What follows belongs to an exercise in optimizing a design on an open flow for small area; a production flow would make more cautious choices.
The RTL was checked by simulation tests, not by an equivalence proof against the original design.
Power and IR drop assume default switching activity.

==> flow/design.v <==
module debounce(
    input  btnl,
    input  clk,
    input  stb,      
    input  ph2,      
    input  btn,
    output fire
    );
reg       btn0, btn1, key, rose;
reg [4:0] btn_cnt;
localparam [4:0] C29 = 5'd24, C30 = 5'd16;
assign fire = rose & ph2;
always @(posedge clk or posedge btnl)
begin
    if (btnl)
        begin
            btn0 <= 0;  btn1 <= 0;  btn_cnt <= 0;  key <= 0;  rose <= 0;
        end
    else if (stb)
        begin
            btn0 <= btn;  btn1 <= btn0;
            if (btn0 ^ btn1)
                btn_cnt <= 0;
            else if (btn_cnt != C30)
                btn_cnt <= {btn_cnt[3:0], ~(btn_cnt[4] ^ btn_cnt[2])};
            rose <= (btn_cnt == C29) & btn1 & ~key;
            if (btn_cnt == C29)
                key <= btn1;
        end
end
endmodule
module mch_codec
(
    input   btnl,  
    input   clk,   
    input   btnr,  
    input   btnd,  
    input   [15:0] sw,
    input   rxsd,
    output  reg txsd,
    output  [6:0] seg,
    output  dp,
    output  [3:0] an,
    output  reg [15:0] led
);
assign seg = 7'b1111111;
assign dp  = 1'b0;
reg [4:0] q25p;
reg [1:0] q4p;
localparam [4:0] L0 = 5'd0, L1 = 5'd1, L21 = 5'd22, L22 = 5'd13, L23 = 5'd26, L24 = 5'd20;
wire p99 = (q4p == 2'd3) & (q25p == L24);
wire stb = (q4p == 2'd3) & (q25p == L22);
always @(posedge clk or posedge btnl)
    if (btnl)
        begin q25p <= L21;  q4p <= 2'd3; end
    else if (q25p == L24)
        begin q25p <= L0;  q4p <= q4p + 2'd1; end
    else
        q25p <= {q25p[3:0], ~(q25p[4] ^ q25p[2])};
wire start, lsel_tg;
debounce u_debounce0 (.btnl(btnl), .clk(clk), .stb(stb), .ph2(p99), .btn(btnr), .fire(start));
debounce u_debounce1 (.btnl(btnl), .clk(clk), .stb(stb), .ph2(p99), .btn(btnd), .fire(lsel_tg));
reg lsel;
assign an = {lsel, ~lsel, ~lsel, lsel};
always @(posedge clk or posedge btnl)
    if (btnl)
        lsel <= 1'b0;
    else if (lsel_tg)
        lsel <= ~lsel;
reg [6:0] q80;       
always @(posedge clk or posedge btnl)
    if (btnl)
        q80 <= 127;
    else if (start)
        q80 <= 0;
    else if (p99)
        q80 <= (q80 < 80) ? q80 + 1'b1 : 7'd127;
reg [3:0] nib;
reg       sbit;
wire      lt   = (nib < 10);
wire [3:0] low = lt ? nib : nib + 4'd7;
wire      cap  = (q4p == 3) & (q25p == L23) & (q80[2:0] == 3'd2) &
                 (q80[6:3] >= 4'd3) & (q80[6:3] <= 4'd7);
always @(posedge clk)
    if (cap)
        begin
            sbit <= low[0];
            case (q80[5:3])
            3'd3: nib <= sw[15:12];
            3'd4: nib <= sw[11:8];
            3'd5: nib <= sw[7:4];
            3'd6: nib <= sw[3:0];
            default: ;
            endcase
        end
wire [2:0] j = {~q80[2], q80[1:0]};      
reg        cbit;
always @*
    case (j)
    3'd0: cbit = 1'b0;
    3'd1: cbit = ~lt;
    3'd2: cbit = lt;
    3'd3: cbit = lt;
    3'd4: cbit = low[3];
    3'd5: cbit = low[2];
    3'd6: cbit = low[1];
    default: cbit = sbit;
    endcase
reg bbit;
always @*
    if (q80 < 20)       bbit = ~q80[1];           
    else if (q80 < 28)  bbit = (j == 3'd5);       
    else if (q80 < 60)  bbit = cbit;              
    else                bbit = ~q80[1];           
wire sdo = bbit ^ ~q4p[1];
always @(posedge clk or posedge btnl)
    if (btnl)
        txsd <= 1;
    else if ((q25p == L1) & q4p[0])
        begin
            if (q80 < 12)       txsd <= q80[1];
            else if (q80 < 68)  txsd <= sdo;
            else if (q80 < 80)  txsd <= ~q80[1];
            else                txsd <= 1'b1;
        end
reg       rd0, rd1, rxing;
reg       chi;
reg [4:0] clo;
reg       pl0, pl1;
reg [7:0] acnt;
reg       fail;        
wire rR = pl0 & ~pl1;
wire rF = pl1 & ~pl0;
always @(posedge clk or posedge btnl)
    if (btnl)
        begin rd0 <= 1;  rd1 <= 1; end
    else
        begin rd0 <= rxsd;  rd1 <= rd0; end
always @(posedge clk or posedge btnl)
    if (btnl)
        begin rxing <= 0;  chi <= 1;  clo <= L0; end
    else if (~rxing & rd1 & ~rd0)
        begin rxing <= 1;  chi <= 0;  clo <= L0; end
    else if (rxing)
        begin
            if (rd0 ^ rd1)
                begin chi <= 0;  clo <= L0; end
            else if (clo != L24)
                clo <= {clo[3:0], ~(clo[4] ^ clo[2])};
            else
                begin chi <= ~chi;  clo <= L0; end
            if (acnt == 170)    rxing <= 0;
        end
    else
        begin chi <= 1;  clo <= L0; end
always @(posedge clk or posedge btnl)
    if (btnl)
        begin pl0 <= 1;  pl1 <= 1; end
    else
        begin pl0 <= chi;  pl1 <= pl0; end
always @(posedge clk or posedge btnl)
    if (btnl)
        acnt <= 0;
    else if (~rxing)
        acnt <= 0;
    else if (rR & (acnt < 170))
        acnt <= acnt + 1'b1;
always @(posedge clk or posedge btnl)
    if (btnl)
        fail <= 0;
    else if (~rxing)
        fail <= 0;
    else if (rR & (acnt < 24) & (rd0 != acnt[2]))
        fail <= 1;
reg [7:0] tpd;
reg       flag;
reg [3:0] d0, d1, d2, d3;
reg [3:0] v;
reg       x0, x1, cm;
reg [3:0] nb0, nb1, nb2, nb3;
wire       dig   = (tpd[7:4] == 4'h3) & (tpd[3:0] < 10);
wire       alp   = (tpd[7:4] == 4'h4) & (tpd[3:0] > 0) & (tpd[3:0] < 7);
wire       rvld  = dig | alp;
wire [3:0] rdec  = dig ? tpd[3:0] : tpd[3:0] + 4'd9;
always @(posedge clk)
    if (rR)
        begin
            if (~acnt[0])
                tpd <= {tpd[6:0], ~rd0};
            if (acnt == 8'd39)  flag <= (tpd != 8'hcc);
            if (acnt == 8'd71)  begin d0 <= rdec;  v[0] <= rvld; end
            if (acnt == 8'd87)  begin d1 <= rdec;  v[1] <= rvld; end
            if (acnt == 8'd103) begin d2 <= rdec;  v[2] <= rvld; end
            if (acnt == 8'd119) begin d3 <= rdec;  v[3] <= rvld; end
        end
always @(posedge clk or posedge btnl)
    if (btnl)
        begin x0 <= 1;  x1 <= 1;  cm <= 0; end
    else
        begin
            x0 <= pl1;  x1 <= x0;
            cm <= x1 & ~x0 & (acnt == 8'd142) & ~fail & ~flag;
        end
always @(posedge clk or posedge btnl)
    if (btnl)
        begin nb0 <= 0;  nb1 <= 0;  nb2 <= 0;  nb3 <= 0; end
    else if (cm)
        begin
            if (v[0]) nb0 <= d0;
            if (v[1]) nb1 <= d1;
            if (v[2]) nb2 <= d2;
            if (v[3]) nb3 <= d3;
        end
always @(posedge clk or posedge btnl)
    if (btnl)
        led <= 0;
    else if (lsel == 0)
        led <= sw;
    else
        led <= {nb0, nb1, nb2, nb3};
endmodule
==> flow/run.sh <==
#!/bin/bash
# synth_recipe.tcl (not shown) runs the flow's synth.tcl, then flattens the netlist and writes it again
# the make line also repeats each setting of config.mk as NAME=value (left out here)
make -C /OpenROAD-flow-scripts/flow DESIGN_CONFIG=/design/flow/config.mk WORK_HOME=/design/flow/orfs CLKGATE_MAP_FILE= SYNTH_SCRIPT=/design/flow/synth_recipe.tcl finish
==> flow/config.mk <==
export PLATFORM = sky130hd
export DESIGN_NAME = mch_codec
export DESIGN_NICKNAME = mch_codec
export VERILOG_FILES = /design/flow/design.v
export SDC_FILE = /design/flow/constraint.sdc
export NUM_CORES = 4
export LEC_CHECK = 0
export CAP_MARGIN = 20
export CORE_MARGIN = 2
export CORE_UTILIZATION = 40
export CTS_BUF_LIST = sky130_fd_sc_hd__clkbuf_8
export SLEW_MARGIN = 20
==> flow/constraint.sdc <==
create_clock -name core_clock -period 10.0 [get_ports {clk}]
set_input_delay 2.0000 -clock core_clock [delete_from_list [all_inputs] [get_ports {clk}]]
set_output_delay 2.0000 -clock core_clock [all_outputs]
set_load 0.01 [all_outputs]
==> results of run 1 <==
==> worst paths after layout <==
kind                            startpoint                endpoint  slack [ns]
worst max-delay path                  lsel                   an[1]        6.26
worst min-delay path                    x0                      x1        0.36
worst max register to register      q80[1]                    txsd        7.60
worst min register to register          x0                      x1        0.36
max in group asynchronous             btnl                  led[5]        6.97
min in group asynchronous             btnl  u_debounce0.btn_cnt[4]        1.91
==> report_power, final <==
group / switching, mW / total (mW) / internal (mW)
Sequential: 0.0119 / 0.540 / 0.528
Combinational: 0.0273 / 0.0546 / 0.0273
Clock: 0.193 / 0.434 / 0.242
Total: 0.232 / 1.03 / 0.797
==> metal layers <==
layer | global-route usage [%] | wire (um) | part of all wire (%)
met3 | 4.68 | 504 | 4.9
met2 | 23.2 | 4830 | 46
met4 | 5.96 | 161 | 1.5
met1 | 19.8 | 4900 | 47
met5 | 0 | 0 | 0
==> final cells by class <==
| class | count | area, um2 | area share, % |
|---|---|---|---|
| Sequential cell | 123 | 3270 | 50.5 |
| Timing Repair Buffer | 43 | 425 | 6.56 |
| Multi-Input combinational cell | 313 | 2100 | 32.4 |
| Tap cell | 180 | 225 | 3.47 |
| Inverter | 16 | 61.3 | 0.946 |
| Clock inverter | 14 | 160 | 2.47 |
| Clock buffer | 17 | 234 | 3.61 |
==> cell families (layout without fill, tap and decap cells) <==
logic type / Yosys count / after routing
flip-flops: 123 / 123
buffers and inverters: 49 / 90
XOR/XNOR: 18 / 18
adder cells (fa/ha/maj): 10 / 10
AO/OA/AOI/OAI: 72 / 72
other: 2 / 8
AND/OR/NAND/NOR: 163 / 163
multiplexers: 42 / 42
==> placed cells by master, fill, tap and decap left out, types with 3 or more instances in the layout <==
master	n
nand4b_1	3
o21ai_0	12
inv_1	17
and2_1	7
nor3_1	4
o31ai_1	3
nor3b_1	5
conb_1	8
edfxtp_1	34
nand2_1	54
mux2i_1	3
clkinv_2	3
nand3_1	17
xor2_1	8
dfrtp_1	69
clkinvlp_4	3
and3_1	5
dfstp_2	20
nor2_1	32
clkinv_4	3
ha_1	10
mux2_2	37
bufinv_16	3
xnor2_1	10
or2_1	3
o22ai_1	5
clkdlybuf4s50_1	41
nor4_1	4
clkbuf_8	17
nand2b_1	5
a31oi_1	5
a21oi_1	16
o21ai_1	9
nor4b_1	4
nor4bb_1	3
==> registers in the layout, indices dropped and copies added (netlist names), 2 cells and up <==
name / flops
d1: 4
nb1: 4
nib: 4
q80: 7
d2: 4
u_debounce0.btn_cnt: 5
nb0: 4
q4p: 2
d3: 4
v: 4
d0: 4
acnt: 8
nb3: 4
nb2: 4
q25p: 5
tpd: 8
led: 16
u_debounce1.btn_cnt: 5
clo: 5
==> per-stage QoR <==
| stage | setup WS (ns) | util, % | power (mW) | area (um2) | cells |
|---|---|---|---|---|---|
| finish | 6.26 | 47.1 | 1.03 | 6480 | 706 |
| CTS | 6.21 | 47.1 | 1.04 | 6480 | 706 |
| detailed placement | 6.41 | 44.2 | 0.605 | 6090 | 675 |
| global placement | 6.44 | 44.2 | 0.603 | 6090 | 675 |
| floorplan | 5.73 | - | 0.580 | 5600 | 485 |
| global route | 6.17 | 47.1 | 1.07 | 6480 | 706 |
==> run summary, run 1 <==
post-DP HPWL 7230 um; synth cell count leaders dfrtp_1, nand2_1, mux2_2; max_cap viols 0; post-CTS setup buffer count 0; power per cell area ~160 nW/um2; outcome no timing/DRC/antenna violations; pin count of the biggest net entering global routing 58; initial DRC count approximately 250; Syn Inst Count ~480; FF-to-FF path depth 7; Crit-path slowest cell clkdlybuf4s50_1; Setup-failing EPs final 0; Synth Area in Adders 2.24%; critical path class flip-flop to output port; final hold violations 0; chip height 122 um; # DRC 0; setup tns final 0 ns; Syn-to-layout area delta 16.1%; synthesized cell area 5580 um2; post-synth top area share 30.9%; Max Slew Vio Count 0; Hold WS between 0.3 and 0.4 ns; clk root buf clkbuf_8; simple-gate area share of the yosys netlist between 15 and 20%; Worst path top cell family by delay buffers and inverters; worst path bufs/invs 3; Rel. slew slack 49.0%; largest buffer count on any clock path 2; CTS clock-pin slew for the worst setup and hold paths ~0.070 ns; unrepaired setup endpoints after global routing false; clk sink count roughly 120; CP startpoint kind flip-flop; number of diodes 0; initial antenna violation count 0; Fmax about 0.27 GHz; Worst-Skew Late Latency ~0.44 ns; row count 43; CP Depth 3; leak pwr around 2.7 nW; Worst Hold Class flip-flop to flip-flop; Post-DRT Antenna Nets 0; leading post-synthesis cells by cell area dfrtp_1, edfxtp_1, dfstp_2; Total Wirelength between 10000 and 15000 um; yosys warns 2; clock tree from TritonCTS yes; first-pass GRT wire length around 17000 um; Core Region between 10000 and 15000 um2; asr flop ratio synth between 70% and 80%; synthesized area per cell between 10 and 15 um2; biggest area consumer among synthesized cells dfrtp_1; Num CTS Buffers 17; I/O pin count 50; Tmin final between 3 and 4 ns; input/output buffers between 40 and 50; synth unique cells 62; gpl congestion roughly 0.84; CP max stage delay between 0.5 and 0.6 ns; sequential fraction of the synthesis area 58.6%; Hold Buf Count CTS 0; CP required about 8.0 ns; CP max FO 16; vias per cell between 5 and 6; H-tree Lvls 4; total track usage 15.0%; XOR/XNOR Fraction of Synth Area 2.82%; main combinational cell family by area after synthesis simple AND/OR/NAND/NOR gates; complex-gate fraction of the synthesized area ~8.5%; layout cell share with drive strength beyond 1 roughly 18%; Fillers between 1000 and 1500; initial core utilization 40.5%; die width about 120 um; top-count cell post-synth dfrtp_1; Worst setup EP type output port; crit-path cells buf_4 -> inv_1 -> clkdlybuf4s50_1; die area 14900 um2; post-cts resize count 0; worst vdd ir roughly 0.084 mV; DR pass1 iterations 4; mux cell area share after synthesis 8.41%; CP arrival around 1.7 ns; EDFF count, synth 34; DR WL/cell 14.7 um; Synth Flop Type dfrtp_1; Worst Clk Skew around 0.010 ns; grt total ovfl 0; Worst-Margin Slew about 0.76 ns; nets between 500 and 600; vias in the first global route about 3400; Final Cycle Share between 30% and 40%; hold path depth 0; Yosys reg bits between 100 and 150; via count around 3600
==> run 2, diff against run 1 <==
==> flow/flow/run.sh (new file) <==
#!/bin/bash
# Standard ORFS layout with two changes: ports are buffered with the
# smallest buffer, and CTS inserts no dummy loads.
set -euo pipefail
export BUFFER_PORTS_ARGS="-buffer_cell sky130_fd_sc_hd__buf_1"
export CTS_ARGS="-sink_clustering_enable -repair_clock_nets -buf_list sky130_fd_sc_hd__clkbuf_4 -dont_use_dummy_load"
bash standard.sh > standard_flow.log 2>&1
==> flow/standard.sh (new file) <==
#!/bin/bash
# synth_recipe.tcl (not shown) runs the flow's synth.tcl, then flattens the netlist and writes it again
# the make line also repeats each setting of config.mk as NAME=value (left out here)
make -C /OpenROAD-flow-scripts/flow DESIGN_CONFIG=/design/flow/config.mk WORK_HOME=/design/flow/orfs CLKGATE_MAP_FILE= SYNTH_SCRIPT=/design/flow/synth_recipe.tcl "${@:-finish}"
removed: flow/run.sh
==> run 2 against run 1 <==
Against the previous run: still clean; maximum frequency grew 8.6%; global-route usage shrank 0.31 points; first-iteration DRC count grew 3.1%; final cell count shrank 2.0%; sequential cell count is the same; critical path type unchanged; critical endpoint is now an[2].
==> run summary, run 2 <==
outcome no timing/DRC/antenna violations; number of diodes 0 (unchanged); Fmax 0.290 GHz (+8.6%); Worst path top cell family by delay buffers and inverters; fin area 5960 um2 (-8.1%); synthesized cell area 5580 um2 (unchanged); register bank with the most flops led; synth cell count leaders dfrtp_1, nand2_1, mux2_2; Syn-to-layout area delta 6.75%; clock tree from TritonCTS yes; first-pass GRT wire length 16800 um (-2.6%); Internal 623 uW (-22%); Worst Hold Class flip-flop to flip-flop; input/output buffers 41 (unchanged); sequential fraction of the synthesis area 58.6% (unchanged); pin count of the biggest net entering global routing 49 (-16%); largest buffer count on any clock path 2 (unchanged); post-CTS setup buffer count 0 (unchanged); leading registers by flop count led x16, acnt x8, tpd x8; Worst setup EP type output port; CP required 8.00 ns (about the same); Total Wirelength 10400 um (about the same); yosys warns 2 (unchanged); via count 3583 (-0.19%); Net Sw Frac 22.8% (+0.29 points); setup tns final 0 ns (unchanged); H-tree Lvls 4 (unchanged); initial antenna violation count 0 (unchanged); Total Power 807 uW (-22%); leading post-synthesis cells by cell area dfrtp_1, edfxtp_1, dfstp_2; Setup-failing EPs final 0 (unchanged); CP max FO 16 (unchanged); placed instance area 5830 um2 (-4.2%); combinational power share 5.6% (+0.3 points); post-cts resize count 0 (unchanged); post-DP HPWL 7370 um (+1.9%); row count 43 (unchanged); Worst-Margin Slew 0.736 ns (-0.0231 ns); EDFF count, synth 34 (unchanged); Worst-Skew Late Latency 0.52 ns (+0.08 ns); unrepaired setup endpoints after global routing false; nets 545 (unchanged); die area 14900 um2 (unchanged); CP startpoint kind flip-flop; initial core utilization 40.5% (unchanged); chip height 122 um (unchanged); max_cap viols 0 (unchanged); Yosys reg bits 123 (unchanged); most common cell after layout, fill and taps aside dfrtp_1; NetSw 184 uW (-21%); Tmin final 3.45 ns (-0.298 ns); final worst slack 6.55 ns (+0.298 ns); critical path class flip-flop to output port; biggest area consumer among synthesized cells dfrtp_1; DR WL/cell 15.0 um (+2.1%); vias per cell 5.18 (+1.8%); CTS clock-pin slew for the worst setup and hold paths 0.09 ns (+0.02 ns); Core Region 13800 um2 (unchanged); Clock power frac 27.5% (-15 points); total track usage 14.7% (-0.31 points); gpl congestion 0.790 (-6.1%); Synth Flop Type dfrtp_1; I/O pin count 50 (unchanged); Crit-path slowest cell dfrtp_1; initial DRC count 262 (+3.1%); Final Cycle Share 34.5% (-3.0 points); clk sink count 123 (unchanged); Hold Buf Count CTS 0 (unchanged); Reg power frac 66.9% (+14 points); post-synth top area share 30.9% (unchanged); Worst Clk Skew 0.0393 ns (+0.0289 ns); CP max stage delay 0.46 ns (-0.07 ns); leak pwr 2.43 nW (-8.8%); top-count cell post-synth dfrtp_1; layout cell share with drive strength beyond 1 16.0% (-1.7 points); Rel. slew slack 50.9% (+1.9 points); die width 122 um (unchanged); Max Slew Vio Count 0 (unchanged); Post-DRT Antenna Nets 0 (unchanged); # DRC 0 (unchanged); final hold violations 0 (unchanged); worst vdd ir 0.0538 mV (-36%); worst path bufs/invs 3 (unchanged); dpl ws 6.75 ns (+0.343 ns); grt total ovfl 0 (unchanged); synth unique cells 62 (unchanged); asr flop ratio synth 72.4% (unchanged); Largest register FFs 16 (unchanged); DR pass1 iterations 4 (unchanged); power per cell area 135 nW/um2 (-15%); clk root buf clkbuf_4; Syn Inst Count 479 (unchanged); Num CTS Buffers 17 (unchanged); most frequent cells in the layout dfrtp_1, nand2_1, buf_1; vias in the first global route 3370 (-2.1%); crit-path cells buf_4 -> inv_1 -> buf_1; CP arrival 1.45 ns (-0.29 ns); synthesized area per cell 11.7 um2 (unchanged)
## run 2: area by class of cell
cell class	count	area (um2)
fill	1391	7820
sequential	123	3270
clock buffer	17	128
timing repair buffer	43	169
inverter	16	61.3
tap	180	225
multi-input combinational	313	2100
## run 2: cell families (layout without fill, tap and decap cells)
family | Yosys count | in the layout | share of synthesized area (%)
adder cells (fa/ha/maj) | 10 | 10 | 2.24
other | 2 | 8 | 0.135
buffers and inverters | 49 | 76 | 4.10
XOR/XNOR | 18 | 18 | 2.82
flip-flops | 123 | 123 | 58.6
AND/OR/NAND/NOR | 163 | 163 | 15.2
AO/OA/AOI/OAI | 72 | 72 | 8.45
multiplexers | 42 | 42 | 8.41
## run 2: per-layer routing
metal  part of all wire (%)  GRT usage (%)
met5                      0              0
met1                     47           19.6
met4                   0.98           3.88
met2                     47           22.8
met3                    5.2           5.52
## run 2: power by group through the flow
| stage | sequential (mW) | clock, mW | combinational [mW] |
|---|---|---|---|
| after floorplan | 0.546 | 0 | 0.0335 |
| after global placement | 0.549 | 0 | 0.0447 |
| after detailed placement | 0.550 | 0 | 0.0461 |
| after CTS | 0.540 | 0.235 | 0.0465 |
| after global routing | 0.542 | 0.255 | 0.0527 |
| final | 0.540 | 0.222 | 0.0453 |
## run 2: metrics by stage
stage               utilization [%]  hold slack, ns  cells
floorplan                         -           0.351    485
global placement               42.3           0.354    675
detailed placement             42.3           0.355    675
CTS                            43.3           0.368    692
global route                   43.3           0.378    692
finish                         43.3           0.370    692
## run 2: final timing paths
| kind | cells past startpoint | startpoint | slack (ns) | endpoint |
|---|---|---|---|---|
| min | 0 | pl1 | 0.37 | x0 |
| min in group asynchronous | 2 | btnl | 1.56 | led[2] |
| max reg2reg | 7 | q80[1] | 7.57 | txsd |
| max | 3 | lsel | 6.55 | an[2] |
| min reg2reg | 0 | pl1 | 0.37 | x0 |
| max in group asynchronous | 3 | btnl | 7.34 | acnt[6] |
==> run 3, diff against run 2 <==
==> flow/flow/run.sh (replaced) <==
#!/bin/bash
# Standard ORFS layout with two changes: ports are buffered with the
# smallest buffer, and CTS inserts no dummy loads.
set -euo pipefail
export BUFFER_PORTS_ARGS="-buffer_cell sky130_fd_sc_hd__buf_1"
export CTS_ARGS="-sink_clustering_enable -repair_clock_nets -buf_list sky130_fd_sc_hd__clkbuf_8 -dont_use_dummy_load"
bash standard.sh > standard_flow.log 2>&1
==> run 3 against run 2 <==
Against the previous run: combinational power is essentially flat; largest cell class unchanged; synthesized area is the same; via count grew 0.20%; still clean.
==> run summary, run 3 <==
worst vdd ir 0.0775 mV (+44%); Final Cycle Share 33.6% (-0.85 points); DR pass1 iterations 4 (unchanged); input/output buffers 41 (unchanged); row count 43 (unchanged); Syn Inst Count 479 (unchanged); Total Wirelength 10400 um (-0.37%); vias per cell 5.19 (+0.20%); register area 3270 um2 (unchanged); setup tns final 0 ns (unchanged); synth cell count leaders dfrtp_1, nand2_1, mux2_2; Syn-to-layout area delta 8.65%; CTS clock-pin slew for the worst setup and hold paths 0.06 ns (-0.03 ns); top-count cell post-synth dfrtp_1; most frequent cells in the layout dfrtp_1, nand2_1, buf_1; power per cell area 147 nW/um2 (+8.3%); post-synth top area share 30.9% (unchanged); H-tree Lvls 4 (unchanged); asr flop ratio synth 72.4% (unchanged); initial DRC count 281 (+7.3%); Synth Flop Type dfrtp_1; CP max stage delay 0.45 ns (about the same); Tmin final 3.36 ns (-0.0852 ns); # DRC 0 (unchanged); worst path bufs/invs 3 (unchanged); synthesized cell area 5580 um2 (unchanged); CP arrival 1.36 ns (-0.09 ns); Worst R2R Setup Slack 7.58 ns (about the same); layout cell share with drive strength beyond 1 16.0% (unchanged); Worst-Margin Slew 0.730 ns (-0.00608 ns); CP required 8.00 ns (about the same); CP max FO 16 (unchanged); hold_sp pl1; Post-DRT Antenna Nets 0 (unchanged); Worst Hold Class flip-flop to flip-flop; via count 3590 (+0.20%); leak pwr 2.47 nW (+1.8%); synthesized area per cell 11.7 um2 (unchanged); outcome no timing/DRC/antenna violations; critical path class flip-flop to output port; crit-path cells buf_4 -> inv_1 -> buf_1; I/O pin count 50 (unchanged); gpl congestion 0.790 (unchanged); number of diodes 0 (unchanged); grt total ovfl 0 (unchanged); pin count of the biggest net entering global routing 49 (unchanged); multi-input logic area 2100 um2 (unchanged); final hold violations 0 (unchanged); max_cap viols 0 (unchanged); initial core utilization 40.5% (unchanged); largest buffer count on any clock path 2 (unchanged); Worst path top cell family by delay buffers and inverters; vias in the first global route 3385 (+0.45%); Setup-failing EPs final 0 (unchanged); sequential fraction of the synthesis area 58.6% (unchanged); EDFF count, synth 34 (unchanged); worst r2r dst txsd; placed cell count 675 (unchanged); hold path depth 0 (unchanged); leading registers by flop count led x16, acnt x8, tpd x8; CP startpoint kind flip-flop; die area 14900 um2 (unchanged); Largest register FFs 16 (unchanged); WHS Endpoint x0; Hold Buf Count CTS 0 (unchanged); Core Region 13800 um2 (unchanged); first-pass GRT wire length 16800 um (+0.16%); Num CTS Buffers 17 (unchanged); chip height 122 um (unchanged); die width 122 um (unchanged); nets 545 (unchanged); yosys warns 2 (unchanged); non-filler instance count after layout 692 (unchanged); post-DP HPWL 7370 um (unchanged); unrepaired setup endpoints after global routing false; DR WL/cell 15.0 um (-0.37%); clk sink count 123 (unchanged); Yosys reg bits 123 (unchanged); total track usage 14.7% (-0.049 points); most common cell after layout, fill and taps aside dfrtp_1; Final Core Density 44.0% (+0.77 points); post-CTS setup buffer count 0 (unchanged); synth unique cells 62 (unchanged); register bank with the most flops led; Worst setup EP type output port; clock tree from TritonCTS yes; leading post-synthesis cells by cell area dfrtp_1, edfxtp_1, dfstp_2; reg2reg start q80[1]; FF-to-FF path depth 7 (unchanged); Max Slew Vio Count 0 (unchanged); Fmax 0.298 GHz (+2.5%); post-cts resize count 0 (unchanged); Crit-path slowest cell dfrtp_1; Rel. slew slack 51.3% (+0.41 points); biggest area consumer among synthesized cells dfrtp_1; clk root buf clkbuf_8; Fillers 1367 (-1.7%); Worst Clk Skew 0.0238 ns (-0.0156 ns); initial antenna violation count 0 (unchanged); Worst-Skew Late Latency 0.43 ns (-0.09 ns)
==> run 3: cell counts after synthesis <==
No cell type changed its count.
==> run 3: cell families (layout without fill, tap and decap cells) <==
kind of cell,after synthesis,in the layout,share of synthesized area [%]
and+or+nand+nor,163,163,15.2
DFF,123,123,58.6
AOI/OAI and AO/OA,72,72,8.45
buffers and inverters,49,76,4.10
muxes,42,42,8.41
xor gates and xnor gates,18,18,2.82
adders and majority gates,10,10,2.24
other,2,8,0.135
==> run 3: final cells by class <==
type / count / area share (%)
Clock buffer: 17 / 3.86
Inverter: 16 / 1.01
Multi-Input combinational cell: 313 / 34.7
Sequential cell: 123 / 54.0
Tap cell: 180 / 3.71
Timing Repair Buffer: 43 / 2.79
==> run 3: worst max-delay path by stage <==
stage                     start      end  slack (ns)  cells after the start
after global placement     btnl   nb0[2]        6.78                      3
after CTS                  lsel    an[2]        6.59                      3
final                      lsel    an[2]        6.64                      3
after detailed placement   btnl  led[13]        6.75                      3
after floorplan            btnl  acnt[0]        5.73                      1
after global routing       lsel    an[2]        6.54                      3
==> run 3: where the power goes <==
part | switching (mW) | total, mW | internal, mW
Sequential | 0.0119 | 0.540 | 0.529
Combinational | 0.0277 | 0.0454 | 0.0177
Clock | 0.155 | 0.304 | 0.149
Total | 0.195 | 0.890 | 0.695
==> run 3: stage by stage <==
stage	hold slack [ns]	worst slack [ns]	power [mW]	cell area [um2]
5_1_grt	0.373	6.54	0.932	6060
6_report	0.363	6.64	0.890	6060
4_1_cts	0.364	6.59	0.905	6060
3_5_place_dp	0.355	6.75	0.596	5830
2_1_floorplan	0.351	5.73	0.580	5600
3_3_place_gp	0.354	6.78	0.594	5830
==> run 3: metal layers <==
metal  vias up  global-route usage (%)  wire (um)
li1       1735                       -          -
met1      1763                    19.5       4890
met2        80                    22.8       4860
met3        12                    4.40        496
met4         0                    5.39        109
met5         -                       0          0
==> run 3: worst reg2reg max path: stages (launching register included) <==
cell     delay [ns]
dfstp_2        0.60
inv_1          0.13
ha_1           0.25
or4_4          0.55
o41ai_2        0.07
nor4_1         0.12
or4b_1         0.53
nand3_1        0.11
==> run 4, diff against run 3 <==
--- a/flow/design.v
+++ b/flow/design.v
@@ -138,37 +138,33 @@
         begin rd0 <= rxsd;  rd1 <= rd0; end
 always @(posedge clk or posedge btnl)
     if (btnl)
-        begin rxing <= 0;  chi <= 1;  clo <= L0; end
+        begin rxing <= 0;  chi <= 1; end
     else if (~rxing & rd1 & ~rd0)
-        begin rxing <= 1;  chi <= 0;  clo <= L0; end
+        begin rxing <= 1;  chi <= 0; end
     else if (rxing)
         begin
             if (rd0 ^ rd1)
-                begin chi <= 0;  clo <= L0; end
-            else if (clo != L24)
-                clo <= {clo[3:0], ~(clo[4] ^ clo[2])};
-            else
-                begin chi <= ~chi;  clo <= L0; end
+                chi <= 0;
+            else if (clo == L24)
+                chi <= ~chi;
             if (acnt == 170)    rxing <= 0;
         end
     else
-        begin chi <= 1;  clo <= L0; end
-always @(posedge clk or posedge btnl)
-    if (btnl)
-        begin pl0 <= 1;  pl1 <= 1; end
-    else
-        begin pl0 <= chi;  pl1 <= pl0; end
-always @(posedge clk or posedge btnl)
-    if (btnl)
-        acnt <= 0;
-    else if (~rxing)
+        chi <= 1;
+always @(posedge clk)
+    if (~rxing | (rd0 ^ rd1) | (clo == L24))
+        clo <= L0;
+    else
+        clo <= {clo[3:0], ~(clo[4] ^ clo[2])};
+always @(posedge clk)
+    begin pl0 <= chi;  pl1 <= pl0; end
+always @(posedge clk)
+    if (~rxing)
         acnt <= 0;
     else if (rR & (acnt < 170))
         acnt <= acnt + 1'b1;
-always @(posedge clk or posedge btnl)
-    if (btnl)
-        fail <= 0;
-    else if (~rxing)
+always @(posedge clk)
+    if (~rxing)
         fail <= 0;
     else if (rR & (acnt < 24) & (rd0 != acnt[2]))
         fail <= 1;
==> flow/flow/run.sh (replaced) <==
#!/bin/bash
# Standard ORFS layout with two changes: ports are buffered with the
# smallest buffer, and CTS inserts no dummy loads.
set -euo pipefail
export BUFFER_PORTS_ARGS="-buffer_cell sky130_fd_sc_hd__buf_1"
export CTS_ARGS="-sink_clustering_enable -repair_clock_nets -buf_list {sky130_fd_sc_hd__clkbuf_4 sky130_fd_sc_hd__clkbuf_8} -dont_use_dummy_load"
bash standard.sh > standard_flow.log 2>&1
==> run 4 against run 3 <==
Against the previous run: die area decreased by 1.2%; critical path type unchanged; utilization increased by 0.78 points; design area down 1.4%; synthesized cell count increased by 0.63%; register-to-register slack got worse by 0.20 ns; sequential cell count is the same; via count is 0.14% lower; routed wire length is 3.9% lower.
==> run summary, run 4 <==
critical path class flip-flop to output port; I/O pin count 50 (unchanged); CP required 8.00 ns (about the same); clock tree from TritonCTS yes; synthesized area per cell 11.4 um2 (-1.8%); Setup-failing EPs final 0 (unchanged); leading registers by flop count led x16, acnt x8, tpd x8; Worst Clk Skew 0.0155 ns (-0.00823 ns); CP startpoint kind flip-flop; first-pass GRT wire length 17300 um (+2.4%); placed cell count 674 (-0.15%); Final Cycle Share 37.3% (+3.7 points); synthesized cell area 5510 um2 (-1.2%); post-synth top area share 25.0% (-6.0 points); via count 3585 (-0.14%); initial antenna violation count 0 (unchanged); nets 548 (+0.55%); Max Slew Vio Count 0 (unchanged); initial DRC count 306 (+8.9%); row count 42 (-2.3%); Total Wirelength 9960 um (-3.9%); asr flop ratio synth 59.3% (-13 points); setup tns final 0 ns (unchanged); Crit-path slowest cell dfrtp_1; sequential fraction of the synthesis area 57.9% (-0.77 points); Synth Flop Type dfrtp_1; # DRC 0 (unchanged); synth unique cells 57 (-8.1%); crit-path cells inv_1 -> buf_1; CTS clock-pin slew for the worst setup and hold paths 0.06 ns (about the same); non-filler instance count after layout 691 (-0.14%); die area 14700 um2 (-1.2%); Core Region 13300 um2 (-3.1%); outcome no timing/DRC/antenna violations; Fmax 0.268 GHz (-10%); Tmin final 3.73 ns (+0.373 ns); Worst-Margin Slew 0.938 ns (+0.208 ns); leak pwr 2.35 nW (-4.9%); Worst Hold Class flip-flop to flip-flop; vias per cell 5.19 (about the same); worst r2r dst u_debounce0.key; vias in the first global route 3540 (+4.6%); end of the critical path an[2]; grt total ovfl 0 (unchanged); gpl congestion 0.835 (+5.6%); number of diodes 0 (unchanged); CP max stage delay 0.93 ns (+0.48 ns); input/output buffers 41 (unchanged); die width 121 um (-0.60%); power per cell area 150 nW/um2 (+2.1%); reg2reg start q4p[1]; Rel. slew slack 37.3% (-14 points); Largest register FFs 16 (unchanged); total track usage 15.1% (+0.41 points); chip height 121 um (-0.60%); Syn Inst Count 482 (+0.63%); H-tree Lvls 4 (unchanged); largest buffer count on any clock path 2 (unchanged); FF-to-FF path depth 5 (-2); Num CTS Buffers 17 (unchanged); post-CTS setup buffer count 0 (unchanged); post-cts resize count 0 (unchanged); layout cell share with drive strength beyond 1 14.6% (-1.5 points); yosys warns 2 (unchanged); post-DP HPWL 6970 um (-5.4%); DR pass1 iterations 5 (+1); unrepaired setup endpoints after global routing false; biggest area consumer among synthesized cells dfrtp_1; max_cap viols 0 (unchanged); leading post-synthesis cells by cell area dfrtp_1, edfxtp_1, dfstp_2; initial core utilization 41.3% (+0.78 points); EDFF count, synth 34 (unchanged); CP max FO 24 (+8); Worst-Skew Late Latency 0.44 ns (about the same); clk sink count 123 (unchanged); CP arrival 1.73 ns (+0.37 ns); Worst R2R Setup Slack 7.38 ns (-0.20 ns); final hold violations 0 (unchanged); Post-DRT Antenna Nets 0 (unchanged); Final Core Density 44.8% (+0.78 points); DR WL/cell 14.4 um (-3.8%); Syn-to-layout area delta 8.51%; worst vdd ir 0.0788 mV (+1.7%); clk root buf clkbuf_8; top-count cell post-synth dfrtp_1; most frequent cells in the layout dfrtp_1, nand2_1, buf_1; launch point of the worst path lsel; Hold WS 0.321 ns (-0.0421 ns); Yosys reg bits 123 (unchanged); Hold Buf Count CTS 0 (unchanged); most common cell after layout, fill and taps aside dfrtp_1; register bank with the most flops led; pin count of the biggest net entering global routing 74 (+51%); synth cell count leaders dfrtp_1, nand2_1, mux2_2; Worst setup EP type output port
## run 4: cells by family (layout without fill, tap and decap cells)
group | count (synthesis) | in the layout | share of synthesized area [%]
AND/OR/NAND/NOR | 150 | 150 | 14.1
flip-flops | 123 | 123 | 57.9
AO/OA/AOI/OAI | 83 | 83 | 9.69
buffers and inverters | 54 | 81 | 4.56
multiplexers | 44 | 44 | 8.78
XOR/XNOR | 16 | 16 | 2.54
adder cells (fa/ha/maj) | 10 | 10 | 2.27
other | 2 | 8 | 0.136
## run 4: how the worst min path moves through the flow
| stage | from | slack [ns] | end | cells after the start |
|---|---|---|---|---|
| after global routing | pl1 | 0.34 | x0 | 0 |
| after global placement | pl1 | 0.31 | x0 | 0 |
| after CTS | pl1 | 0.32 | x0 | 0 |
| after floorplan | pl1 | 0.30 | x0 | 0 |
| after detailed placement | pl1 | 0.32 | x0 | 0 |
| final | pl1 | 0.32 | x0 | 0 |
## run 4: critical path, delay by kind of cell, from the launching register on
kind,cells,cell delay [ns]
buffers and inverters,2,0.37
DFF,1,0.93
## run 4: through the flow
step / power, mW / cell area [um2] / setup WS, ns
global placement: 0.598 / 5750 / 6.71
floorplan: 0.588 / 5540 / 6.18
CTS: 0.911 / 5980 / 6.19
detailed placement: 0.599 / 5750 / 6.66
global route: 0.942 / 5980 / 6.12
finish: 0.896 / 5980 / 6.27
## run 4: cell type report
class | count | area (um2)
clock buffers | 17 | 234
fillers | 1275 | 7370
inverters | 22 | 82.6
multi-input cells | 311 | 2090
flip-flops and latches | 123 | 3190
well taps | 176 | 220
repair buffers | 42 | 161
## run 4: power by group
| group | total, mW | switching [mW] | internal [mW] | leakage, nW |
|---|---|---|---|---|
| Combinational | 0.0455 | 0.0266 | 0.0189 | 0.880 |
| Clock | 0.307 | 0.158 | 0.149 | 0.122 |
| Sequential | 0.544 | 0.0140 | 0.530 | 1.35 |
## run 4: routing by layer
layer	routed length, um	vias up	global-route usage [%]
met5	0	-	0
met4	191	0	6.75
met1	4900	1715	20.1
met2	4370	92	22.7
li1	-	1760	-
met3	493	18	4.61
==> run 5, diff against run 4 <==
==> flow/flow/run.sh (replaced) <==
#!/bin/bash
# Standard ORFS layout with two changes: ports are buffered with the
# smallest buffer, and CTS inserts no dummy loads.
set -euo pipefail
export BUFFER_PORTS_ARGS="-buffer_cell sky130_fd_sc_hd__buf_1"
export CTS_ARGS="-sink_clustering_enable -sink_clustering_size 40 -sink_clustering_max_diameter 300 -sink_clustering_levels 1 -buf_list sky130_fd_sc_hd__clkbuf_8 -dont_use_dummy_load -repair_clock_nets"
bash standard.sh > standard_flow.log 2>&1
==> run 5 against run 4 <==
Against the previous run: power stayed put; maximum frequency unchanged; worst hold slack did not move; clock power hardly changed; utilization unchanged; sequential power hardly changed; critical endpoint unchanged; non-clock buffer count unchanged; synthesized cell count unchanged.
==> run summary, run 5 <==
clk root buf clkbuf_8; synthesized cell area 5510 um2 (unchanged); Rel. slew slack 37.3% (unchanged); Worst Hold Class flip-flop to flip-flop; via count 3585 (unchanged); vias per cell 5.19 (unchanged); CP arrival 1.73 ns (about the same); vias in the first global route 3540 (unchanged); Yosys reg bits 123 (unchanged); first-pass GRT wire length 17300 um (unchanged); placed cell count 674 (unchanged); DR WL/cell 14.4 um (unchanged); initial antenna violation count 0 (unchanged); leading registers by flop count led x16, acnt x8, tpd x8; Fmax 0.268 GHz (unchanged); CP max FO 24 (unchanged); Syn-to-layout area delta 8.51% (unchanged); initial DRC count 306 (unchanged); outcome no timing/DRC/antenna violations; final hold violations 0 (unchanged); non-filler instance count after layout 691 (unchanged); Setup-failing EPs final 0 (unchanged); Post-DRT Antenna Nets 0 (unchanged); Tmin final 3.73 ns (unchanged); Worst Clk Skew 0.0155 ns (unchanged); nets 548 (unchanged); post-cts resize count 0 (unchanged); pin count of the biggest net entering global routing 74 (unchanged); initial core utilization 41.3% (unchanged); I/O pin count 50 (unchanged); post-synth top area share 25.0% (unchanged); final worst slack 6.27 ns (unchanged); asr flop ratio synth 59.3% (unchanged); synth cell count leaders dfrtp_1, nand2_1, mux2_2; Final Cycle Share 37.3% (unchanged); EDFF count, synth 34 (unchanged); sequential fraction of the synthesis area 57.9% (unchanged); H-tree Lvls 4 (unchanged); post-DP HPWL 6970 um (unchanged); clock tree from TritonCTS yes; clk sink count 123 (unchanged); Max Slew Vio Count 0 (unchanged); leak pwr 2.35 nW (unchanged); Total Wirelength 9960 um (unchanged); row count 42 (unchanged); layout cell share with drive strength beyond 1 14.6% (unchanged); die area 14700 um2 (unchanged); CP startpoint kind flip-flop; critical path class flip-flop to output port; power per cell area 150 nW/um2 (unchanged); yosys warns 2 (unchanged); post-CTS setup buffer count 0 (unchanged); total track usage 15.1% (unchanged); grt total ovfl 0 (unchanged); most common cell after layout, fill and taps aside dfrtp_1; unrepaired setup endpoints after global routing false; largest buffer count on any clock path 2 (unchanged); met3 WL 493 um (unchanged); Num CTS Buffers 17 (unchanged); Worst-Margin Slew 0.938 ns (unchanged); fin area 5980 um2 (unchanged); DR pass1 iterations 5 (unchanged); Largest register FFs 16 (unchanged); chip height 121 um (unchanged); # DRC 0 (unchanged); Worst setup EP type output port; Core Region 13300 um2 (unchanged); setup tns final 0 ns (unchanged); register bank with the most flops led; worst vdd ir 0.0788 mV (unchanged); leading post-synthesis cells by cell area dfrtp_1, edfxtp_1, dfstp_2; biggest area consumer among synthesized cells dfrtp_1; number of diodes 0 (unchanged); Hold Buf Count CTS 0 (unchanged); die width 121 um (unchanged); Syn Inst Count 482 (unchanged); dpl ws 6.66 ns (unchanged); Synth Flop Type dfrtp_1; highest metal used met4; most frequent cells in the layout dfrtp_1, nand2_1, buf_1; max_cap viols 0 (unchanged); synthesized area per cell 11.4 um2 (unchanged); Total Power 896 uW (unchanged); met1 wire length 4900 um (unchanged); CP required 8.00 ns (about the same); placed instance area 5750 um2 (unchanged); input/output buffers 41 (unchanged); WL met2 4370 um (unchanged); top-count cell post-synth dfrtp_1; synth unique cells 57 (unchanged); gpl congestion 0.835 (unchanged); CTS clock-pin slew for the worst setup and hold paths 0.06 ns (about the same); Worst-Skew Late Latency 0.44 ns (about the same)
[run 5: logic make-up after synthesis]
logic type | count (synthesis) | share of synthesized area, %
buffers and inverters | 54 | 4.56
multiplexers | 44 | 8.78
flip-flops | 123 | 57.9
XOR/XNOR | 16 | 2.54
AND/OR/NAND/NOR | 150 | 14.1
other | 2 | 0.136
AO/OA/AOI/OAI | 83 | 9.69
adder cells (fa/ha/maj) | 10 | 2.27
[run 5: final timing paths]
kind	cells past startpoint	slack (ns)	endpoint	startpoint
min in group asynchronous	3	1.83	q25p[3]	btnl
max reg2reg	5	7.38	u_debounce0.key	q4p[1]
min	0	0.32	x0	pl1
max	2	6.27	an[2]	lsel
min reg2reg	0	0.32	x0	pl1
max in group asynchronous	3	7.58	rxing	btnl
[run 5: area by class of cell]
class | count | area, um2
multi-input combinational | 311 | 2090
tap | 176 | 220
sequential | 123 | 3190
inverter | 22 | 82.6
clock buffer | 17 | 234
timing repair buffer | 42 | 161
fill | 1275 | 7370
[run 5: stage by stage]
step                hold WS (ns)  utilization (%)
floorplan                  0.305                -
global placement           0.314             43.1
detailed placement         0.316             43.1
CTS                        0.324             44.8
global route               0.338             44.8
finish                     0.321             44.8
[run 5: worst max-delay path: stages, from the launching register on]
cell and delay (ns):
dfrtp_1 0.93, inv_1 0.19, buf_1 0.18
[run 5: metal layers]
layer	global-route usage [%]	vias up
met3	4.61	18
met4	6.75	0
met2	22.7	92
li1	-	1760
met5	0	-
met1	20.1	1715
[run 5: where the power goes]
part	total, mW	internal (mW)	switching [mW]
clock network	0.307	0.149	0.158
registers	0.544	0.530	0.0140
logic	0.0455	0.0189	0.0266
==> run 6, diff against run 5 <==
==> flow/flow/run.sh (replaced) <==
#!/bin/bash
# Standard ORFS layout with two changes: ports are buffered with the
# smallest buffer, and CTS inserts no dummy loads.
set -euo pipefail
export BUFFER_PORTS_ARGS="-buffer_cell sky130_fd_sc_hd__buf_1"
export CTS_ARGS="-sink_clustering_enable -repair_clock_nets -buf_list sky130_fd_sc_hd__clkbuf_4 -dont_use_dummy_load"
bash standard.sh > standard_flow.log 2>&1
--- a/flow/config.mk
+++ b/flow/config.mk
@@ -7,6 +7,5 @@
 export LEC_CHECK = 0
 export CAP_MARGIN = 20
 export CORE_MARGIN = 2
-export CORE_UTILIZATION = 40
-export CTS_BUF_LIST = sky130_fd_sc_hd__clkbuf_8
+export CORE_UTILIZATION = 60
 export SLEW_MARGIN = 20
==> run 6 against run 5 <==
Against the previous run: register-to-register slack better by 0.03 ns; still clean; critical path type unchanged; utilization up 21 points; power down 10%.
==> run summary, run 6 <==
outcome no timing/DRC/antenna violations; DR pass1 iterations 5 (unchanged); leading registers by flop count led x16, acnt x8, tpd x8; gpl congestion 0.837 (+0.18%); Core Region 8810 um2 (-34%); total track usage 20.4% (+5.3 points); XOR/XNOR Fraction of Synth Area 2.54% (unchanged); largest buffer count on any clock path 2 (unchanged); main combinational cell family by area after synthesis simple AND/OR/NAND/NOR gates; Worst setup EP type output port; Worst-Margin Slew 0.918 ns (-0.0194 ns); complex-gate fraction of the synthesized area 9.69% (unchanged); most common cell after layout, fill and taps aside dfrtp_1; clk root buf clkbuf_4; nets 548 (unchanged); input/output buffers 41 (unchanged); initial antenna violation count 0 (unchanged); initial DRC count 137 (-55%); top-count cell post-synth dfrtp_1; final hold violations 0 (unchanged); WHS Endpoint x0; synth cell count leaders dfrtp_1, nand2_1, mux2_2; Num CTS Buffers 17 (unchanged); post-DP HPWL 6650 um (-4.6%); first-pass GRT wire length 15800 um (-8.3%); reg2reg start q4p[1]; vias per cell 5.75 (+11%); # DRC 0 (unchanged); Yosys reg bits 123 (unchanged); Fmax 0.269 GHz (+0.60%); Total Power 807 uW (-10%); vias in the first global route 3310 (-6.5%); Syn Inst Count 482 (unchanged); synth unique cells 57 (unchanged); post-synth top area share 25.0% (unchanged); Largest register FFs 16 (unchanged); critical path class flip-flop to output port; EDFF count, synth 34 (unchanged); FF-to-FF path depth 5 (unchanged); row count 34 (-19%); Synth Area in Adders 2.27% (unchanged); mux cell area share after synthesis 8.78% (unchanged); CTS clock-pin slew for the worst setup and hold paths 0.07 ns (about the same); Total Wirelength 9490 um (-4.7%); synthesized cell area 5510 um2 (unchanged); register bank with the most flops led; Tmin final 3.71 ns (-0.0222 ns); leading post-synthesis cells by cell area dfrtp_1, edfxtp_1, dfstp_2; DR WL/cell 15.2 um (+5.7%); CP arrival 1.71 ns (-0.02 ns); Worst-Skew Late Latency 0.49 ns (+0.05 ns); post-CTS setup buffer count 0 (unchanged); initial core utilization 62.6% (+21 points); Synth Flop Type dfrtp_1; asr flop ratio synth 59.3% (unchanged); Worst R2R Setup Slack 7.41 ns (+0.03 ns); biggest area consumer among synthesized cells dfrtp_1; simple-gate area share of the yosys netlist 14.1% (unchanged); H-tree Lvls 4 (unchanged); setup tns final 0 ns (unchanged); most frequent cells in the layout dfrtp_1, nand2_1, buf_1; Final Cycle Share 37.1% (-0.22 points); number of diodes 0 (unchanged); max_cap viols 0 (unchanged); CP required 8.00 ns (about the same); via count 3582 (-0.084%); pin count of the biggest net entering global routing 74 (unchanged); hold_sp pl1; Rel. slew slack 38.6% (+1.3 points); worst vdd ir 0.0906 mV (+15%); fin area 5790 um2 (-3.2%); Post-DRT Antenna Nets 0 (unchanged); I/O pin count 50 (unchanged); post-cts resize count 0 (unchanged); Syn-to-layout area delta 5.04%; Worst Clk Skew 0.0344 ns (+0.0188 ns); die width 99.9 um (-18%); worst r2r dst u_debounce0.key; Setup-failing EPs final 0 (unchanged); CP max FO 24 (unchanged); clk sink count 123 (unchanged); Hold Buf Count CTS 0 (unchanged); placed instance area 5660 um2 (-1.5%); Max Slew Vio Count 0 (unchanged); hold path depth 0 (unchanged); leak pwr 2.30 nW (-1.9%); power per cell area 139 nW/um2 (-7.0%); sequential fraction of the synthesis area 57.9% (unchanged); layout cell share with drive strength beyond 1 14.6% (unchanged); chip height 99.9 um (-18%); yosys warns 2 (unchanged); clock tree from TritonCTS yes; synthesized area per cell 11.4 um2 (unchanged); Worst Hold Class flip-flop to flip-flop; CP startpoint kind flip-flop; grt total ovfl 0 (unchanged); die area 9970 um2 (-32%); unrepaired setup endpoints after global routing false
[run 6: cell types whose count changed in the layout (fill, tap and decap cells not counted)]
| cell | change |
|---|---|
| clkbuf_8 | -17 |
| clkbuf_4 | +17 |
[run 6: through the flow]
stage | instances | util, % | setup WS [ns] | hold WS, ns
floorplan | 488 | - | 6.18 | 0.305
global placement | 606 | 64.3 | 6.78 | 0.311
detailed placement | 606 | 64.3 | 6.76 | 0.323
CTS | 623 | 65.8 | 6.24 | 0.331
global route | 623 | 65.8 | 6.07 | 0.351
finish | 623 | 65.8 | 6.29 | 0.321
[run 6: final cells by class]
cell class                      count  area (um2)
Clock buffer                       17         128
Fill cell                         716        3020
Inverter                           22        82.6
Multi-Input combinational cell    311        2090
Sequential cell                   123        3190
Tap cell                          108         135
Timing Repair Buffer               42         161
[run 6: power by group]
part / switching (mW) / internal [mW] / total, mW
Clock: 0.141 / 0.0778 / 0.219
Sequential: 0.0139 / 0.529 / 0.543
Combinational: 0.0265 / 0.0188 / 0.0453
[run 6: per-layer routing]
layer	up-vias	share of wire [%]	GRT usage [%]
met4	0	0.33	5.06
li1	1763	-	-
met5	-	0	0
met3	2	4.9	6.13
met1	1724	48	28.5
met2	93	46	31.6
[run 6: worst max-delay path, stage by stage (launching register included)]
cell and delay, ns:
dfrtp_1 0.91, inv_1 0.17, buf_1 0.17
[run 6: cell families after synthesis]
| logic type | count (synthesis) |
|---|---|
| adder cells (fa/ha/maj) | 10 |
| AO/OA/AOI/OAI | 83 |
| XOR/XNOR | 16 |
| flip-flops | 123 |
| AND/OR/NAND/NOR | 150 |
| buffers and inverters | 54 |
| other | 2 |
| multiplexers | 44 |
[run 6: worst max-delay path by stage]
stage                     from  endpoint
after floorplan           btnl        cm
after global placement    lsel     an[2]
after detailed placement  lsel     an[1]
after CTS                 lsel     an[2]
after global routing      lsel     an[1]
final                     lsel     an[2]
==> run 7, diff against run 6 <==
==> flow/flow/run.sh (replaced) <==
#!/bin/bash
# Standard ORFS layout with these changes: ports are buffered with the
# smallest buffer, CTS inserts no dummy loads, tie cells are not split per load.
set -euo pipefail
export BUFFER_PORTS_ARGS="-buffer_cell sky130_fd_sc_hd__buf_1"
export CTS_ARGS="-sink_clustering_enable -repair_clock_nets -buf_list sky130_fd_sc_hd__clkbuf_4 -dont_use_dummy_load"
export SKIP_REPAIR_TIE_FANOUT=1
bash standard.sh > standard_flow.log 2>&1
--- a/flow/config.mk
+++ b/flow/config.mk
@@ -7,5 +7,5 @@
 export LEC_CHECK = 0
 export CAP_MARGIN = 20
 export CORE_MARGIN = 2
-export CORE_UTILIZATION = 60
+export CORE_UTILIZATION = 75
 export SLEW_MARGIN = 20
==> run 7 against run 6 <==
Against the previous run: combinational power decreased by 2%; maximum frequency decreased by 0.78%; power is 0.28% lower; non-clock buffer count grew 1; register-to-register slack gained 0.19 ns; final cell count is 2.2% lower; via count increased by 2.4%; design area decreased by 0.39%; sequential share of layout area is 0.22 points higher; largest cell class unchanged; largest power group unchanged; highest routed layer unchanged.
==> run summary, run 7 <==
outcome no timing/DRC/antenna violations; Worst-Skew Late Latency 0.51 ns (+0.02 ns); Worst Clk Skew 0.0493 ns (+0.0150 ns); # DRC 0 (unchanged); Hold Buf Count CTS 0 (unchanged); Final Cycle Share 37.4% (+0.29 points); CP required 8.00 ns (about the same); layout cell share with drive strength beyond 1 14.9% (+0.34 points); Final Core Density 80.4% (+15 points); Worst path top cell family by delay flip-flops; clk root buf clkbuf_4; Fmax 0.267 GHz (-0.78%); H-tree Lvls 4 (unchanged); fin area 5770 um2 (-0.39%); vias in the first global route 3553 (+7.3%); post-cts resize count 0 (unchanged); placed cell count 591 (-2.5%); input/output buffers 41 (unchanged); yosys warns 2 (unchanged); post-DP HPWL 6850 um (+3.0%); setup tns final 0 ns (unchanged); FF-to-FF path depth 6 (+1); worst vdd ir 0.0984 mV (+8.6%); Max Slew Vio Count 0 (unchanged); CP startpoint kind flip-flop; post-synth top area share 25.0% (unchanged); Synth Flop Type dfrtp_1; worst r2r dst u_debounce1.key; biggest area consumer among synthesized cells dfrtp_1; asr flop ratio synth 59.3% (unchanged); via count 3667 (+2.4%); worst path bufs/invs 2 (unchanged); chip height 89.7 um (-10%); non-filler instance count after layout 609 (-2.2%); final hold violations 0 (unchanged); CP arrival 1.74 ns (+0.03 ns); Worst-Margin Slew 0.896 ns (-0.0224 ns); leading post-synthesis cells by cell area dfrtp_1, edfxtp_1, dfstp_2; pin count of the biggest net entering global routing 74 (unchanged); critical path class flip-flop to output port; Post-DRT Antenna Nets 0 (unchanged); reg2reg start q4p[1]; clk sink count 123 (unchanged); initial antenna violation count 0 (unchanged); grt total ovfl 0 (unchanged); EDFF count, synth 34 (unchanged); DR WL/cell 15.6 um (+2.6%); Worst Hold Class flip-flop to flip-flop; crit-path cells inv_1 -> buf_1; nets 543 (-0.91%); Total Power 805 uW (-0.28%); leak pwr 2.29 nW (-0.59%); Rel. slew slack 40.3% (+1.7 points); Core Region 7180 um2 (-19%); CP Depth 2 (unchanged); Syn-to-layout area delta 4.63%; clock tree from TritonCTS yes; synthesized area per cell 11.4 um2 (unchanged); CTS clock-pin slew for the worst setup and hold paths 0.09 ns (+0.02 ns); synth unique cells 57 (unchanged); unrepaired setup endpoints after global routing false; DR pass1 iterations 5 (unchanged); Worst R2R Setup Slack 7.60 ns (+0.19 ns); CP max FO 24 (unchanged); Tmin final 3.74 ns (+0.0292 ns); largest buffer count on any clock path 2 (unchanged); first-pass GRT wire length 16200 um (+2.4%); power per cell area 139 nW/um2 (+0.11%); synthesized cell area 5510 um2 (unchanged); die area 8050 um2 (-19%); synth cell count leaders dfrtp_1, nand2_1, mux2_2; most common cell after layout, fill and taps aside dfrtp_1; Total Wirelength 9520 um (+0.32%); initial core utilization 76.8% (+14 points); Yosys reg bits 123 (unchanged); post-CTS setup buffer count 0 (unchanged); register bank with the most flops led; initial DRC count 179 (+31%); I/O pin count 50 (unchanged); sequential fraction of the synthesis area 57.9% (unchanged); max_cap viols 0 (unchanged); Largest register FFs 16 (unchanged); placed instance area 5630 um2 (-0.60%); leading registers by flop count led x16, acnt x8, tpd x8; vias per cell 6.02 (+4.7%); top-count cell post-synth dfrtp_1; launch point of the worst path lsel; Crit-path slowest cell dfrtp_1; row count 31 (-8.8%); Worst setup EP type output port; total track usage 25.1% (+4.8 points); gpl congestion 0.876 (+4.7%); Num CTS Buffers 17 (unchanged); die width 89.7 um (-10%); number of diodes 0 (unchanged); end of the critical path an[1]; Syn Inst Count 482 (unchanged); Setup-failing EPs final 0 (unchanged); most frequent cells in the layout dfrtp_1, nand2_1, buf_1; CP max stage delay 0.89 ns (-0.02 ns)
## run 7: cell counts after synthesis
No cell type changed its count.
## run 7: per-layer routing
metal	GRT usage, %	vias to the layer above	part of all wire (%)
met1	34.4	1766	45
met2	40.1	124	48
met5	0	-	0
met3	6.71	18	5.4
met4	7.95	0	1.4
li1	-	1759	-
## run 7: cell families (layout without fill, tap and decap cells)
| group | Yosys count | after routing | share of synthesized area (%) |
|---|---|---|---|
| xor gates and xnor gates | 16 | 16 | 2.54 |
| buffers and inverters | 54 | 82 | 4.56 |
| and+or+nand+nor | 150 | 150 | 14.1 |
| DFF | 123 | 123 | 57.9 |
| adders and majority gates | 10 | 10 | 2.27 |
| other | 2 | 2 | 0.136 |
| AOI/OAI and AO/OA | 83 | 83 | 9.69 |
| muxes | 44 | 44 | 8.78 |
## run 7: worst min path at each step
stage	startpoint	endpoint	slack, ns	depth (start not counted)
6_report	pl1	x0	0.31	0
3_3_place_gp	pl1	x0	0.31	0
3_5_place_dp	pl1	x0	0.31	0
4_1_cts	pl1	x0	0.31	0
5_1_grt	pl1	x0	0.32	0
2_1_floorplan	pl1	x0	0.30	0
## run 7: power breakdown
part,switching [mW],internal (mW)
combinational,0.0259,0.0185
sequential,0.0147,0.529
clock,0.139,0.0776
## run 7: cell type report
class,count,area (um2)
Inverter,22,82.6
Tap cell,99,124
Fill cell,447,1410
Sequential cell,123,3190
Clock buffer,17,128
Timing Repair Buffer,43,173
Multi-Input combinational cell,305,2070
## run 7: metrics by stage
| step | hold WS, ns | setup slack [ns] |
|---|---|---|
| 2_1_floorplan | 0.305 | 6.18 |
| 3_3_place_gp | 0.311 | 6.81 |
| 3_5_place_dp | 0.315 | 6.78 |
| 4_1_cts | 0.312 | 6.23 |
| 5_1_grt | 0.320 | 6.14 |
| 6_report | 0.310 | 6.26 |
==> run 8, diff against run 7 <==
--- a/flow/config.mk
+++ b/flow/config.mk
@@ -7,5 +7,6 @@
 export LEC_CHECK = 0
 export CAP_MARGIN = 20
 export CORE_MARGIN = 2
-export CORE_UTILIZATION = 75
+export CORE_UTILIZATION = 60
+export PLACE_DENSITY = 0.8
 export SLEW_MARGIN = 20
==> run 8 against run 7 <==
Against the previous run: combinational power grew 5.0%; non-clock buffer count shrank 1; power grew 0.82%; sequential cell count is the same; worst hold slack gained 0.020 ns; clock skew shrank 0.0015 ns; via count shrank 1.8%; final cell count grew 1.3%; synthesized cell count is the same; critical path depth is the same; count of clock-buffer cells in the layout is the same; global-route usage shrank 4.5 points; largest cell class unchanged; largest power group unchanged.
==> run summary, run 8 <==
main combinational cell family by area after synthesis simple AND/OR/NAND/NOR gates; reg2reg start q4p[1]; synth unique cells 57 (unchanged); Setup-failing EPs final 0 (unchanged); CP startpoint kind flip-flop; critical path class flip-flop to output port; synth cell count leaders dfrtp_1, nand2_1, mux2_2; fin area 5770 um2 (unchanged); final worst slack 6.26 ns (+0.00261 ns); gpl congestion 0.893 (+1.9%); GR peak layer met2; Num CTS Buffers 17 (unchanged); Fillers 698 (+56%); CP required 8.00 ns (about the same); post-synth top area share 25.0% (unchanged); sequential fraction of the synthesis area 57.9% (unchanged); largest buffer count on any clock path 2 (unchanged); vias in the first global route 3444 (-3.1%); unrepaired setup endpoints after global routing false; post-cts resize count 0 (unchanged); Hold WS 0.331 ns (+0.0203 ns); DR WL/cell 15.6 um (about the same); leading post-synthesis cells by cell area dfrtp_1, edfxtp_1, dfstp_2; Largest register FFs 16 (unchanged); pin count of the biggest net entering global routing 74 (unchanged); clk root buf clkbuf_4; Hold Buf Count CTS 0 (unchanged); DR pass1 iterations 6 (+1); Worst R2R Setup Slack 7.45 ns (-0.15 ns); leading registers by flop count led x16, acnt x8, tpd x8; Total Power 811 uW (+0.82%); final hold violations 0 (unchanged); most common cell after layout, fill and taps aside dfrtp_1; EDFF count, synth 34 (unchanged); initial DRC count 174 (-2.8%); initial antenna violation count 0 (unchanged); Syn Inst Count 482 (unchanged); simple-gate area share of the yosys netlist 14.1% (unchanged); post-CTS setup buffer count 0 (unchanged); Worst Hold Class flip-flop to flip-flop; row count 34 (+9.7%); CTS clock-pin slew for the worst setup and hold paths 0.08 ns (about the same); outcome no timing/DRC/antenna violations; met2 Usage GRT 32.2% (-7.9 points); yosys warns 2 (unchanged); XOR/XNOR Fraction of Synth Area 2.54% (unchanged); number of diodes 0 (unchanged); synthesized cell area 5510 um2 (unchanged); mux cell area share after synthesis 8.78% (unchanged); hold path depth 0 (unchanged); vias per cell 5.83 (-3.1%); Rel. slew slack 39.5% (-0.79 points); Yosys reg bits 123 (unchanged); leak pwr 2.29 nW (-0.26%); clk sink count 123 (unchanged); WHS Endpoint x0; Worst-Margin Slew 0.905 ns (+0.00921 ns); Post-DRT Antenna Nets 0 (unchanged); Max Slew Vio Count 0 (unchanged); worst vdd ir 0.131 mV (+33%); nets 542 (-0.18%); non-filler instance count after layout 617 (+1.3%); initial core utilization 62.6% (-14 points); via count 3600 (-1.8%); CP arrival 1.74 ns (about the same); Fmax 0.267 GHz (about the same); dpl ws 6.75 ns (-0.0349 ns); I/O pin count 50 (unchanged); placed instance area 5640 um2 (+0.20%); chip height 99.9 um (+11%); Worst setup EP type output port; Tmin final 3.74 ns (-0.00261 ns); H-tree Lvls 4 (unchanged); most frequent cells in the layout dfrtp_1, nand2_1, buf_1; Final Cycle Share 37.4% (about the same); setup tns final 0 ns (unchanged); die width 99.9 um (+11%); asr flop ratio synth 59.3% (unchanged); total track usage 20.7% (-4.5 points); Worst-Skew Late Latency 0.50 ns (about the same); grt total ovfl 0 (unchanged); input/output buffers 41 (unchanged); Core Region 8810 um2 (+23%); first-pass GRT wire length 16100 um (-0.77%); post-DP HPWL 6770 um (-1.1%); biggest area consumer among synthesized cells dfrtp_1; Synth Area in Adders 2.27% (unchanged); power per cell area 141 nW/um2 (+0.82%); Syn-to-layout area delta 4.63% (unchanged); launch point of the worst path lsel; register bank with the most flops led; max_cap viols 0 (unchanged); die area 9970 um2 (+24%); Total Wirelength 9640 um (+1.3%); worst r2r dst u_debounce1.key; layout cell share with drive strength beyond 1 14.7% (-0.17 points); clock tree from TritonCTS yes; hold_sp pl1; # DRC 0 (unchanged); met3 GRT Util 5.50% (-1.2 points); Worst Clk Skew 0.0478 ns (-0.00152 ns); complex-gate fraction of the synthesized area 9.69% (unchanged); synthesized area per cell 11.4 um2 (unchanged); placed cell count 600 (+1.5%); met1 layer usage reported by global route 28.4% (-6.0 points); top-count cell post-synth dfrtp_1; Final Core Density 65.5% (-15 points); Synth Flop Type dfrtp_1; FF-to-FF path depth 5 (-1); CP max FO 24 (unchanged)
[run 8: worst max path at each step]
stage,end,cells past startpoint
after floorplan,cm,1
after global placement,an[2],2
after detailed placement,an[2],2
after CTS,an[2],2
after global routing,an[1],2
final,an[2],2
[run 8: cells by family after synthesis]
group,after synthesis
buffers and inverters,54
muxes,44
adders and majority gates,10
xor gates and xnor gates,16
DFF,123
AOI/OAI and AO/OA,83
and+or+nand+nor,150
other,2
[run 8: cell type report]
cell class | instances | area (um2) | share of cell area (%)
Multi-Input combinational cell | 305 | 2070 | 35.9
Tap cell | 108 | 135 | 2.34
Clock buffer | 17 | 128 | 2.21
Sequential cell | 123 | 3190 | 55.3
Inverter | 22 | 82.6 | 1.43
Timing Repair Buffer | 42 | 161 | 2.80
[run 8: metal layers]
metal  share of wire, %  vias to the layer above
met5                  0                        -
met1                 46                     1696
li1                   -                     1763
met4                1.4                        0
met3                5.7                       15
met2                 47                      126
[run 8: worst max-delay path, cell delays in order, from the launching register on]
cell and delay [ns]:
dfrtp_1 0.92, inv_1 0.18, buf_1 0.17
[run 8: report_power, final]
| group | leakage [nW] | switching, mW | internal, mW |
|---|---|---|---|
| logic | 0.860 | 0.0276 | 0.0190 |
| clock network | 0.0782 | 0.143 | 0.0777 |
| registers | 1.35 | 0.0145 | 0.529 |

re-timing with driven ports:
How much do the figures lean on ideal ports? The routed layouts below were timed once more, with nothing changed but the port constraints. Step 1, drivers: a clkbuf_16 drives clk and a buf_2 each remaining input, both assumed. Step 2 adds t to the input delays and takes it off the output delays; t is the mean of the earliest and latest rising clock arrival at the registers after step 1. Input paths then give back, and output paths get back, about the clock's delay inside the block. Three values: ideal ports, drivers, drivers and shift; two values: the first two.
run	t, ns	setup slack, ns	latest minus earliest clock arrival (ns)	worst data-port slew with drivers (ns)	cell pins on the clock port's net
run 1	0.472	6.256 / 6.224 / 6.508	0.011 / 0.011	0.04	1
run 2	0.520	6.553 / 6.523 / 6.831	0.055 / 0.055	0.04	1
run 3	0.446	6.639 / 6.604 / 6.836	0.033 / 0.034	0.04	1
run 4	0.459	6.266 / 6.231 / 6.690	0.024 / 0.024	0.04	1
run 5	0.459	6.266 / 6.231 / 6.690	0.024 / 0.024	0.04	1
run 6	0.499	6.288 / 6.259 / 6.758	0.036 / 0.035	0.04	1
run 7	0.511	6.259 / 6.231 / 6.742	0.050 / 0.050	0.04	1
run 8	0.513	6.261 / 6.229 / 6.742	0.048 / 0.048	0.04	1
After both steps setup and hold are still met in every run listed. The worst setup slack also covers recovery checks on asynchronous resets.
